Context: an optimization exercise on an open-source flow, tuned for small area, a short achievable clock period and few clock cycles. The choices shown serve that exercise and are no tape-out recipe. Only simulation tests tie the RTL to the original design; equivalence was not proved. Power figures rest on the tool's default switching activity, not on a simulated workload.

==> fjord <==
==> flow/design.v (excerpt) <==
module sw(i0, i1, i2, i3, o0, o1, o2, o3, clk, rst);
  input clk, rst;
  input [9:0] i0, i1, i2, i3;
  output [9:0] o0, o1, o2, o3;
  wire [9:0] in [0:3];
  assign in[0] = i0; assign in[1] = i1; assign in[2] = i2; assign in[3] = i3;
  wire [8:0] f [0:3];      
  wire [3:0] av;           
  wire [3:0] rq [0:3];     
  wire [3:0] hd;           
  wire [3:0] pop;
  reg  [3:0] busy;         
  reg  [3:0] own [0:3];    
  reg  [9:0] ob [0:3];     
  wire [3:0] req [0:3];    
  wire [3:0] gnt [0:3];
  wire [3:0] sel [0:3];    
  wire [3:0] gin;          
  genvar i, j;
  generate
    for (i = 0; i < 4; i = i + 1) begin : g_in
      fifo q(.clk(clk), .rst(rst), .din({in[i][9], in[i][7:0]}),
             .dval(in[i][9] | in[i][8]), .pop(pop[i]), .h(f[i]), .hv(av[i]), .hd(hd[i]), .req(rq[i]));
      assign gin[i] = gnt[0][i] | gnt[1][i] | gnt[2][i] | gnt[3][i];
      assign pop[i] = (~hd[i] & av[i]) | gin[i];
    end
    for (j = 0; j < 4; j = j + 1) begin : g_out
      for (i = 0; i < 4; i = i + 1) begin : g_r
        assign req[j][i] = rq[i][j];
        assign sel[j][i] = busy[j] ? (own[j][i] & av[i]) : gnt[j][i];
      end
      arb a(.clk(clk), .rst(rst), .req(req[j]), .busy(busy[j]), .gnt(gnt[j]));
    end
  endgenerate
  function [9:0] pick;
    input [3:0] s;
    input [8:0] f0, f1, f2, f3;
    input [3:0] h;
    begin
      pick = ({10{s[0]}} & {f0[8], ~h[0], f0[7:0]}) |
             ({10{s[1]}} & {f1[8], ~h[1], f1[7:0]}) |
             ({10{s[2]}} & {f2[8], ~h[2], f2[7:0]}) |
  ...
==> module sw, before the edit <==
module sw(i0, i1, i2, i3, o0, o1, o2, o3, clk, rst);
  input clk, rst;
  input [9:0] i0, i1, i2, i3;
  output [9:0] o0, o1, o2, o3;
  wire [9:0] in [0:3];
  assign in[0] = i0; assign in[1] = i1; assign in[2] = i2; assign in[3] = i3;
  wire [8:0] f [0:3];      
  wire [3:0] av;           
  wire [3:0] rq [0:3];     
  wire [3:0] hd;           
  wire [3:0] pop;
  reg  [3:0] busy;         
  reg  [3:0] own [0:3];    
  reg  [9:0] ob [0:3];     
  wire [3:0] req [0:3];    
  wire [3:0] gnt [0:3];
  wire [3:0] sel [0:3];    
  wire [3:0] gin;          
  genvar i, j;
  generate
    for (i = 0; i < 4; i = i + 1) begin : g_in
      fifo q(.clk(clk), .rst(rst), .din({in[i][9], in[i][7:0]}),
             .dval(in[i][9] | in[i][8]), .pop(pop[i]), .h(f[i]), .hv(av[i]), .hd(hd[i]), .req(rq[i]));
      assign gin[i] = gnt[0][i] | gnt[1][i] | gnt[2][i] | gnt[3][i];
      assign pop[i] = (~hd[i] & av[i]) | gin[i];
    end
    for (j = 0; j < 4; j = j + 1) begin : g_out
      for (i = 0; i < 4; i = i + 1) begin : g_r
        assign req[j][i] = rq[i][j];
        assign sel[j][i] = busy[j] ? (own[j][i] & av[i]) : gnt[j][i];
      end
      arb a(.clk(clk), .rst(rst), .req(req[j]), .busy(busy[j]), .gnt(gnt[j]));
    end
  endgenerate
  function [9:0] pick;
    input [3:0] s;
    input [8:0] f0, f1, f2, f3;
    input [3:0] h;
    begin
      pick = ({10{s[0]}} & {f0[8], ~h[0], f0[7:0]}) |
             ({10{s[1]}} & {f1[8], ~h[1], f1[7:0]}) |
             ({10{s[2]}} & {f2[8], ~h[2], f2[7:0]}) |
             ({10{s[3]}} & {f3[8], ~h[3], f3[7:0]});
    end
  endfunction
  wire [3:0] tl = av & {f[3][8], f[2][8], f[1][8], f[0][8]};
  integer k, n;
  always @(posedge clk) begin
    for (k = 0; k < 4; k = k + 1)
      ob[k] <= pick(sel[k], f[0], f[1], f[2], f[3], hd);
    if (rst) begin
      busy <= 4'b0000;
      for (k = 0; k < 4; k = k + 1) begin
        ob[k][9:8] <= 2'b00;
      end
    end else begin
      for (k = 0; k < 4; k = k + 1) begin
        busy[k] <= busy[k] ? ~|(own[k] & tl) : |req[k];
        if (!busy[k]) own[k] <= gnt[k];
      end
    end
  end
  assign o0 = ob[0];
  assign o1 = ob[1];
  assign o2 = ob[2];
  assign o3 = ob[3];
endmodule
==> module fifo, before the edit <==
module fifo(clk, rst, din, dval, pop, h, hv, hd, req);
  input clk, rst, dval, pop;
  input [8:0] din;
  output reg [8:0] h;    
  output reg hv;         
  output reg [3:0] req;  
  reg [15*9-1:0] mem;    
  reg [3:0] rp, wp;      
  output reg hd;         
  reg empty;             
  function [3:0] dec;
    input [1:0] d;
    dec = {d == 2'd3, d == 2'd2, d == 2'd1, d == 2'd0};
  endfunction
  wire [8:0] rd = mem[9*rp +: 9];
  wire [3:0] rpn, wpn;           
  inc15 ir(.p(rp), .n(rpn));
  inc15 iw(.p(wp), .n(wpn));
  wire e_rd = (rpn == wp);       
  wire take = ~hv | pop;         
  wire fromm = take & ~empty;    
  wire byp = take & empty & dval;  
  wire wr = dval & ~byp;         
  wire [3:0] rq_rd = dec(rd[1:0]);
  wire [3:0] rq_in = dval ? dec(din[1:0]) : 4'b0000;
  wire tl = ~hd & h[8];          
  integer k;
  always @(posedge clk) begin
    for (k = 0; k < 15; k = k + 1)
      if (dval && wp == k) mem[9*k +: 9] <= din;
    if (take) h <= empty ? din : rd;
    if (rst) begin
      rp <= 4'd0;
      wp <= 4'd0;
      empty <= 1'b1;
      hv <= 1'b0;
      hd <= 1'b1;
      req <= 4'b0000;
    end else begin
      if (wr) wp <= wpn;
      if (fromm) rp <= rpn;
      empty <= fromm ? (wr ? empty : e_rd) : (wr ? 1'b0 : empty);
      hv <= ~take | ~empty | dval;
      if (pop) hd <= tl;
      if (pop) req <= tl ? (empty ? rq_in : rq_rd) : 4'b0000;
      else if (!hv) req <= hd ? rq_in : 4'b0000;
    end
  end
endmodule
==> module inc15, before the edit <==
module inc15(p, n);
  input [3:0] p;
  output [3:0] n;
  assign n = (p == 4'd14) ? 4'd0 : p + 4'd1;
endmodule
==> module arb, before the edit <==
module arb(clk, rst, req, busy, gnt);
  input clk, rst, busy;
  input [3:0] req;
  output [3:0] gnt;
  reg [5:0] p;           
  wire [3:0] w [0:3];
  assign w[0] = {p[2], p[1], p[0], 1'b0};
  assign w[1] = {p[4], p[3], 1'b0, ~p[0]};
  assign w[2] = {p[5], 1'b0, ~p[3], ~p[1]};
  assign w[3] = {1'b0, ~p[5], ~p[4], ~p[2]};
  genvar i;
  generate
    for (i = 0; i < 4; i = i + 1) begin : g
      assign gnt[i] = req[i] & ~busy &
                      ~(req[(i+1)%4] & w[(i+1)%4][i]) &
                      ~(req[(i+2)%4] & w[(i+2)%4][i]) &
                      ~(req[(i+3)%4] & w[(i+3)%4][i]);
    end
  endgenerate
  always @(posedge clk) begin
    if (rst)
      p <= 6'b111111;    
    else if (~busy & |req)    
      p <= ({6{gnt[0]}} & 6'b111000) |    
           ({6{gnt[1]}} & 6'b100001) |    
           ({6{gnt[2]}} & 6'b001011) |    
           ({6{gnt[3]}} & 6'b111111);     
  end
endmodule
clock: 6.0 ns
lec_check: 0
cap_margin: 20
core_margin: 2
core_utilization: 40
cts_cluster_diameter: 80
cts_cluster_size: 24
place_density: 0.6
setup_slack_margin: 3.8
slew_margin: 20
standard.sh (not shown) runs the stock make flow with config.mk's settings and CLKGATE_MAP_FILE= SYNTH_SCRIPT=/design/flow/synth_recipe.tcl, a recipe that flattens the netlist after the stock synthesis.
==> flow/flow/run.sh <==
#!/bin/bash
# Standard ORFS layout, with plain buffers (buf_4) on the ports instead of the
# delay-cell buffers buffer_ports picks by default, and sizing not held to
# the cell footprint.
set -euo pipefail
export BUFFER_PORTS_ARGS="-buffer_cell sky130_fd_sc_hd__buf_4"
bash standard.sh MATCH_CELL_FOOTPRINT=0 finish > orfs_make.log 2>&1
==> ember (differences from fjord) <==
==> flow/design.v (replaced) <==
module sw(i0, i1, i2, i3, o0, o1, o2, o3, clk, rst);
  input clk, rst;
  input [9:0] i0, i1, i2, i3;
  output [9:0] o0, o1, o2, o3;
  wire [9:0] in [0:3];
  assign in[0] = i0; assign in[1] = i1; assign in[2] = i2; assign in[3] = i3;
  wire [8:0] f [0:3];      
  wire [3:0] av;           
  wire [3:0] rq [0:3];     
  reg  [3:0] hd;           
  reg  [3:0] str;          
  wire [3:0] pop;
  reg  [3:0] busy;         
  reg  [3:0] own [0:3];    
  reg  [3:0] pri [0:3];    
  reg  [9:0] ob [0:3];     
  wire [3:0] req [0:3];    
  wire [3:0] gnt [0:3];
  wire [3:0] sel [0:3];    
  wire [3:0] gin;          
  genvar i, j;
  generate
    for (i = 0; i < 4; i = i + 1) begin : g_in
      fifo q(.clk(clk), .rst(rst), .din({in[i][9], in[i][7:0]}),
             .dval(in[i][9] | in[i][8]), .pop(pop[i]), .h(f[i]), .hv(av[i]), .req(rq[i]));
      assign gin[i] = gnt[0][i] | gnt[1][i] | gnt[2][i] | gnt[3][i];
      assign pop[i] = (str[i] & av[i]) | gin[i];
    end
    for (j = 0; j < 4; j = j + 1) begin : g_out
      for (i = 0; i < 4; i = i + 1) begin : g_r
        assign req[j][i] = rq[i][j];
        assign sel[j][i] = busy[j] ? (own[j][i] & av[i]) : gnt[j][i];
      end
      arb a(.req(req[j]), .pri(pri[j]), .busy(busy[j]), .gnt(gnt[j]));
    end
  endgenerate
  function [9:0] pick;
    input [3:0] s;
    input [8:0] f0, f1, f2, f3;
    input [3:0] h;
    begin
      pick = ({10{s[0]}} & {f0[8], ~h[0], f0[7:0]}) |
             ({10{s[1]}} & {f1[8], ~h[1], f1[7:0]}) |
             ({10{s[2]}} & {f2[8], ~h[2], f2[7:0]}) |
             ({10{s[3]}} & {f3[8], ~h[3], f3[7:0]});
    end
  endfunction
  wire [3:0] tl = av & {f[3][8], f[2][8], f[1][8], f[0][8]};
  integer k, n;
  always @(posedge clk) begin
    for (k = 0; k < 4; k = k + 1)
      ob[k] <= pick(sel[k], f[0], f[1], f[2], f[3], str ^ 4'b1111);
    if (rst) begin
      str <= 4'b0000;
      busy <= 4'b0000;
      for (k = 0; k < 4; k = k + 1) begin
        pri[k] <= 4'b0001;
        ob[k][9:8] <= 2'b00;
      end
    end else begin
      str <= (str & ~tl) | gin;
      for (k = 0; k < 4; k = k + 1) begin
        if (busy[k]) begin
          if (|(own[k] & tl)) busy[k] <= 1'b0;
        end else if (|gnt[k]) begin
          busy[k] <= 1'b1;
          own[k] <= gnt[k];
          pri[k] <= {gnt[k][2:0], gnt[k][3]};
        end
      end
    end
  end
  assign o0 = ob[0];
  assign o1 = ob[1];
  assign o2 = ob[2];
  assign o3 = ob[3];
endmodule
module fifo(clk, rst, din, dval, pop, h, hv, req);
  input clk, rst, dval, pop;
  input [8:0] din;
  output reg [8:0] h;    
  output reg hv;         
  output reg [3:0] req;  
  reg [8:0] mem [0:14];
  reg [3:0] rp, wp;      
  reg hd;                
  reg empty, full;       
  wire take = ~hv | pop;
  wire fromm = take & ~empty;
  wire byp = take & empty & dval;
  wire wr = dval & ~byp;
  function [3:0] nx;
    input [3:0] p;
    nx = {p[2:0], p[3] ^ p[2]};
  endfunction
  function [3:0] st;
    input integer k;
    integer n;
    reg [3:0] p;
    begin
      p = 4'b0001;
      for (n = 0; n < k; n = n + 1) p = nx(p);
      st = p;
    end
  endfunction
  function [3:0] dec;
    input [1:0] d;
    dec = 4'b0001 << d;
  endfunction
  reg [8:0] rd;
  integer k;
  always @* begin
    rd = mem[0];
    for (k = 1; k < 15; k = k + 1)
      if (rp == st(k)) rd = mem[k];
  end
  wire [3:0] rq_pop = (~hd & h[8]) ? (empty ? (dval ? dec(din[1:0]) : 4'b0000) : dec(rd[1:0])) : 4'b0000;
  wire [3:0] rq_idle = (hd & dval) ? dec(din[1:0]) : 4'b0000;
  always @(posedge clk) begin
    for (k = 0; k < 15; k = k + 1)
      if (!full && wp == st(k)) mem[k] <= din;
    if (fromm) h <= rd;
    else if (byp) h <= din;
    if (rst) begin
      rp <= 4'b0001;
      wp <= 4'b0001;
      empty <= 1'b1;
      full <= 1'b0;
      hv <= 1'b0;
      hd <= 1'b1;
      req <= 4'b0000;
    end else begin
      if (wr) wp <= nx(wp);
      if (fromm) rp <= nx(rp);
      if (wr & ~fromm) begin
        empty <= 1'b0;
        full <= (nx(wp) == rp);
      end else if (fromm & ~wr) begin
        empty <= (nx(rp) == wp);
        full <= 1'b0;
      end
      hv <= (hv & ~pop) | ~empty | dval;
      if (pop) begin
        hd <= ~hd & h[8];
        req <= rq_pop;
      end else if (!hv) begin
        req <= rq_idle;
      end
    end
  end
endmodule
module arb(req, pri, busy, gnt);
  input [3:0] req, pri;
  input busy;
  output [3:0] gnt;
  genvar i;
  generate
    for (i = 0; i < 4; i = i + 1) begin : g
      assign gnt[i] = req[i] & ~busy & (pri[i] |
                        (pri[(i+3)%4] & ~req[(i+3)%4]) |
                        (pri[(i+2)%4] & ~req[(i+2)%4] & ~req[(i+3)%4]) |
                        (pri[(i+1)%4] & ~req[(i+1)%4] & ~req[(i+2)%4] & ~req[(i+3)%4]));
    end
  endgenerate
endmodule
==> flow/run.sh (new file) <==
#!/bin/bash
# synth_recipe.tcl (not shown) runs the flow's synth.tcl, then flattens the netlist and writes it again
# the make line also repeats each setting of config.mk as NAME=value (left out here)
make -C /OpenROAD-flow-scripts/flow DESIGN_CONFIG=/design/flow/config.mk WORK_HOME=/design/flow/orfs CLKGATE_MAP_FILE= SYNTH_SCRIPT=/design/flow/synth_recipe.tcl finish
Settings changed: CTS_CLUSTER_DIAMETER 80 to unset, CTS_CLUSTER_SIZE 24 to unset, SETUP_SLACK_MARGIN 3.8 to 3.6.
removed: flow/flow/run.sh
removed: flow/standard.sh
==> sierra (differences from fjord) <==
--- a/flow/design.v
+++ b/flow/design.v
@@ -8,5 +8,6 @@
   wire [3:0] av;           
   wire [3:0] rq [0:3];     
-  wire [3:0] hd;           
+  reg  [3:0] hd;           
+  reg  [3:0] str;          
   wire [3:0] pop;
   reg  [3:0] busy;         
@@ -21,7 +22,7 @@
     for (i = 0; i < 4; i = i + 1) begin : g_in
       fifo q(.clk(clk), .rst(rst), .din({in[i][9], in[i][7:0]}),
-             .dval(in[i][9] | in[i][8]), .pop(pop[i]), .h(f[i]), .hv(av[i]), .hd(hd[i]), .req(rq[i]));
+             .dval(in[i][9] | in[i][8]), .pop(pop[i]), .h(f[i]), .hv(av[i]), .req(rq[i]));
       assign gin[i] = gnt[0][i] | gnt[1][i] | gnt[2][i] | gnt[3][i];
-      assign pop[i] = (~hd[i] & av[i]) | gin[i];
+      assign pop[i] = (str[i] & av[i]) | gin[i];
     end
     for (j = 0; j < 4; j = j + 1) begin : g_out
@@ -48,6 +49,7 @@
   always @(posedge clk) begin
     for (k = 0; k < 4; k = k + 1)
-      ob[k] <= pick(sel[k], f[0], f[1], f[2], f[3], hd);
+      ob[k] <= pick(sel[k], f[0], f[1], f[2], f[3], str ^ 4'b1111);
     if (rst) begin
+      str <= 4'b0000;
       busy <= 4'b0000;
       for (k = 0; k < 4; k = k + 1) begin
@@ -55,7 +57,12 @@
       end
     end else begin
+      str <= (str & ~tl) | gin;
       for (k = 0; k < 4; k = k + 1) begin
-        busy[k] <= busy[k] ? ~|(own[k] & tl) : |req[k];
-        if (!busy[k]) own[k] <= gnt[k];
+        if (busy[k]) begin
+          if (|(own[k] & tl)) busy[k] <= 1'b0;
+        end else if (|gnt[k]) begin
+          busy[k] <= 1'b1;
+          own[k] <= gnt[k];
+        end
       end
     end
@@ -66,5 +73,5 @@
   assign o3 = ob[3];
 endmodule
-module fifo(clk, rst, din, dval, pop, h, hv, hd, req);
+module fifo(clk, rst, din, dval, pop, h, hv, req);
   input clk, rst, dval, pop;
   input [8:0] din;
@@ -74,6 +81,6 @@
   reg [15*9-1:0] mem;    
   reg [3:0] rp, wp;      
-  output reg hd;         
-  reg empty;             
+  reg hd;                
+  reg empty, full;       
   function [3:0] dec;
     input [1:0] d;
@@ -85,4 +92,5 @@
   inc15 iw(.p(wp), .n(wpn));
   wire e_rd = (rpn == wp);       
+  wire f_wr = (wpn == rp);       
   wire take = ~hv | pop;         
   wire fromm = take & ~empty;    
@@ -95,10 +103,12 @@
   always @(posedge clk) begin
     for (k = 0; k < 15; k = k + 1)
-      if (dval && wp == k) mem[9*k +: 9] <= din;
-    if (take) h <= empty ? din : rd;
+      if (!full && wp == k) mem[9*k +: 9] <= din;
+    if (fromm) h <= rd;
+    else if (byp) h <= din;
     if (rst) begin
       rp <= 4'd0;
       wp <= 4'd0;
       empty <= 1'b1;
+      full <= 1'b0;
       hv <= 1'b0;
       hd <= 1'b1;
@@ -108,4 +118,5 @@
       if (fromm) rp <= rpn;
       empty <= fromm ? (wr ? empty : e_rd) : (wr ? 1'b0 : empty);
+      full <= wr ? (fromm ? full : f_wr) : (fromm ? 1'b0 : full);
       hv <= ~take | ~empty | dval;
       if (pop) hd <= tl;
@@ -142,5 +153,5 @@
     if (rst)
       p <= 6'b111111;    
-    else if (~busy & |req)    
+    else if (|gnt)
       p <= ({6{gnt[0]}} & 6'b111000) |    
            ({6{gnt[1]}} & 6'b100001) |    
==> flow/run.sh (new file) <==
#!/bin/bash
# synth_recipe.tcl (not shown) runs the flow's synth.tcl, then flattens the netlist and writes it again
# the make line also repeats each setting of config.mk as NAME=value (left out here)
make -C /OpenROAD-flow-scripts/flow DESIGN_CONFIG=/design/flow/config.mk WORK_HOME=/design/flow/orfs CLKGATE_MAP_FILE= SYNTH_SCRIPT=/design/flow/synth_recipe.tcl finish
Settings changed: CTS_CLUSTER_DIAMETER 80 to unset, CTS_CLUSTER_SIZE 24 to unset, SETUP_SLACK_MARGIN 3.8 to 3.6.
removed: flow/flow/run.sh
removed: flow/standard.sh
==> comparison table <==
metric                                                        fjord       ember      sierra
Placement-stage cell area                                 32200 um2   33400 um2   33200 um2
Hold Path Cell Cnt                                                1           2           2
Worst-margin pin slew                                       1110 ps     1160 ps     1100 ps
Number of placed instances, taps included                      2925        3579        3191
Syn Area/Cell                                              15.1 um2    12.3 um2    14.5 um2
Wire per inst                                               24.0 um     23.1 um     22.9 um
Clock buffer count                                               57         101          97
M1 GR Usage                                                   26.9%       29.9%       26.8%
Max Clock Skew                                              21.8 ps     24.3 ps     17.7 ps
Status                                     timing/DRC/antenna clean  timing/DRC/antenna clean  timing/DRC/antenna clean
Area fraction of the dominant cell type after synthesis       59.0%       56.3%       57.0%
Clock-pin slew on the worst setup and hold paths              90 ps       60 ps       60 ps
P_clk                                                       2.96 mW     4.71 mW     4.69 mW
Warning count from the yosys run                                  7           9           7
Testbench counts of fjord, summed over its fixed seeds: cycles 2,639.
Testbench counts of ember, summed over its fixed seeds: cycles 2,639.
Testbench counts of sierra, summed over its fixed seeds: cycles 2,639.

==> re-timing with driven ports <==
The flow's constraints put no driver on any port. The routed layouts listed below were extracted and timed again, unchanged, in two steps. Step 1: set_driving_cell puts a clkbuf_16 on clk and a buf_2 on each other input, an assumption about the parent block. Step 2 adds t to the input delays and takes it off the output delays; t is the mean of the earliest and latest rising clock arrival at the registers after step 1. Input paths then give back, and output paths get back, about the clock's delay inside the block. Three values: ideal ports, drivers, drivers and shift; two values: the first two.
run | shift t [ns] | setup WS [ns] | hold slack, ns | worst register clock-pin slew, ns | cell pins on the clock port's net
fjord | 0.642 | 3.696 / 3.665 / 3.248 | 0.483 / 0.483 / 0.483 | 0.10 / 0.10 | 1
ember | 0.667 | 3.481 / 3.481 / 2.848 | 0.517 / 0.517 / 0.517 | 0.06 / 0.06 | 1
sierra | 0.682 | 3.636 / 3.570 / 2.973 | 0.477 / 0.477 / 0.477 | 0.06 / 0.06 | 1
After both steps setup and hold are still met in every run listed. For sierra, which loses most, drivers alone change the setup slack by -0.066 ns; drivers and shift together by -0.663 ns.
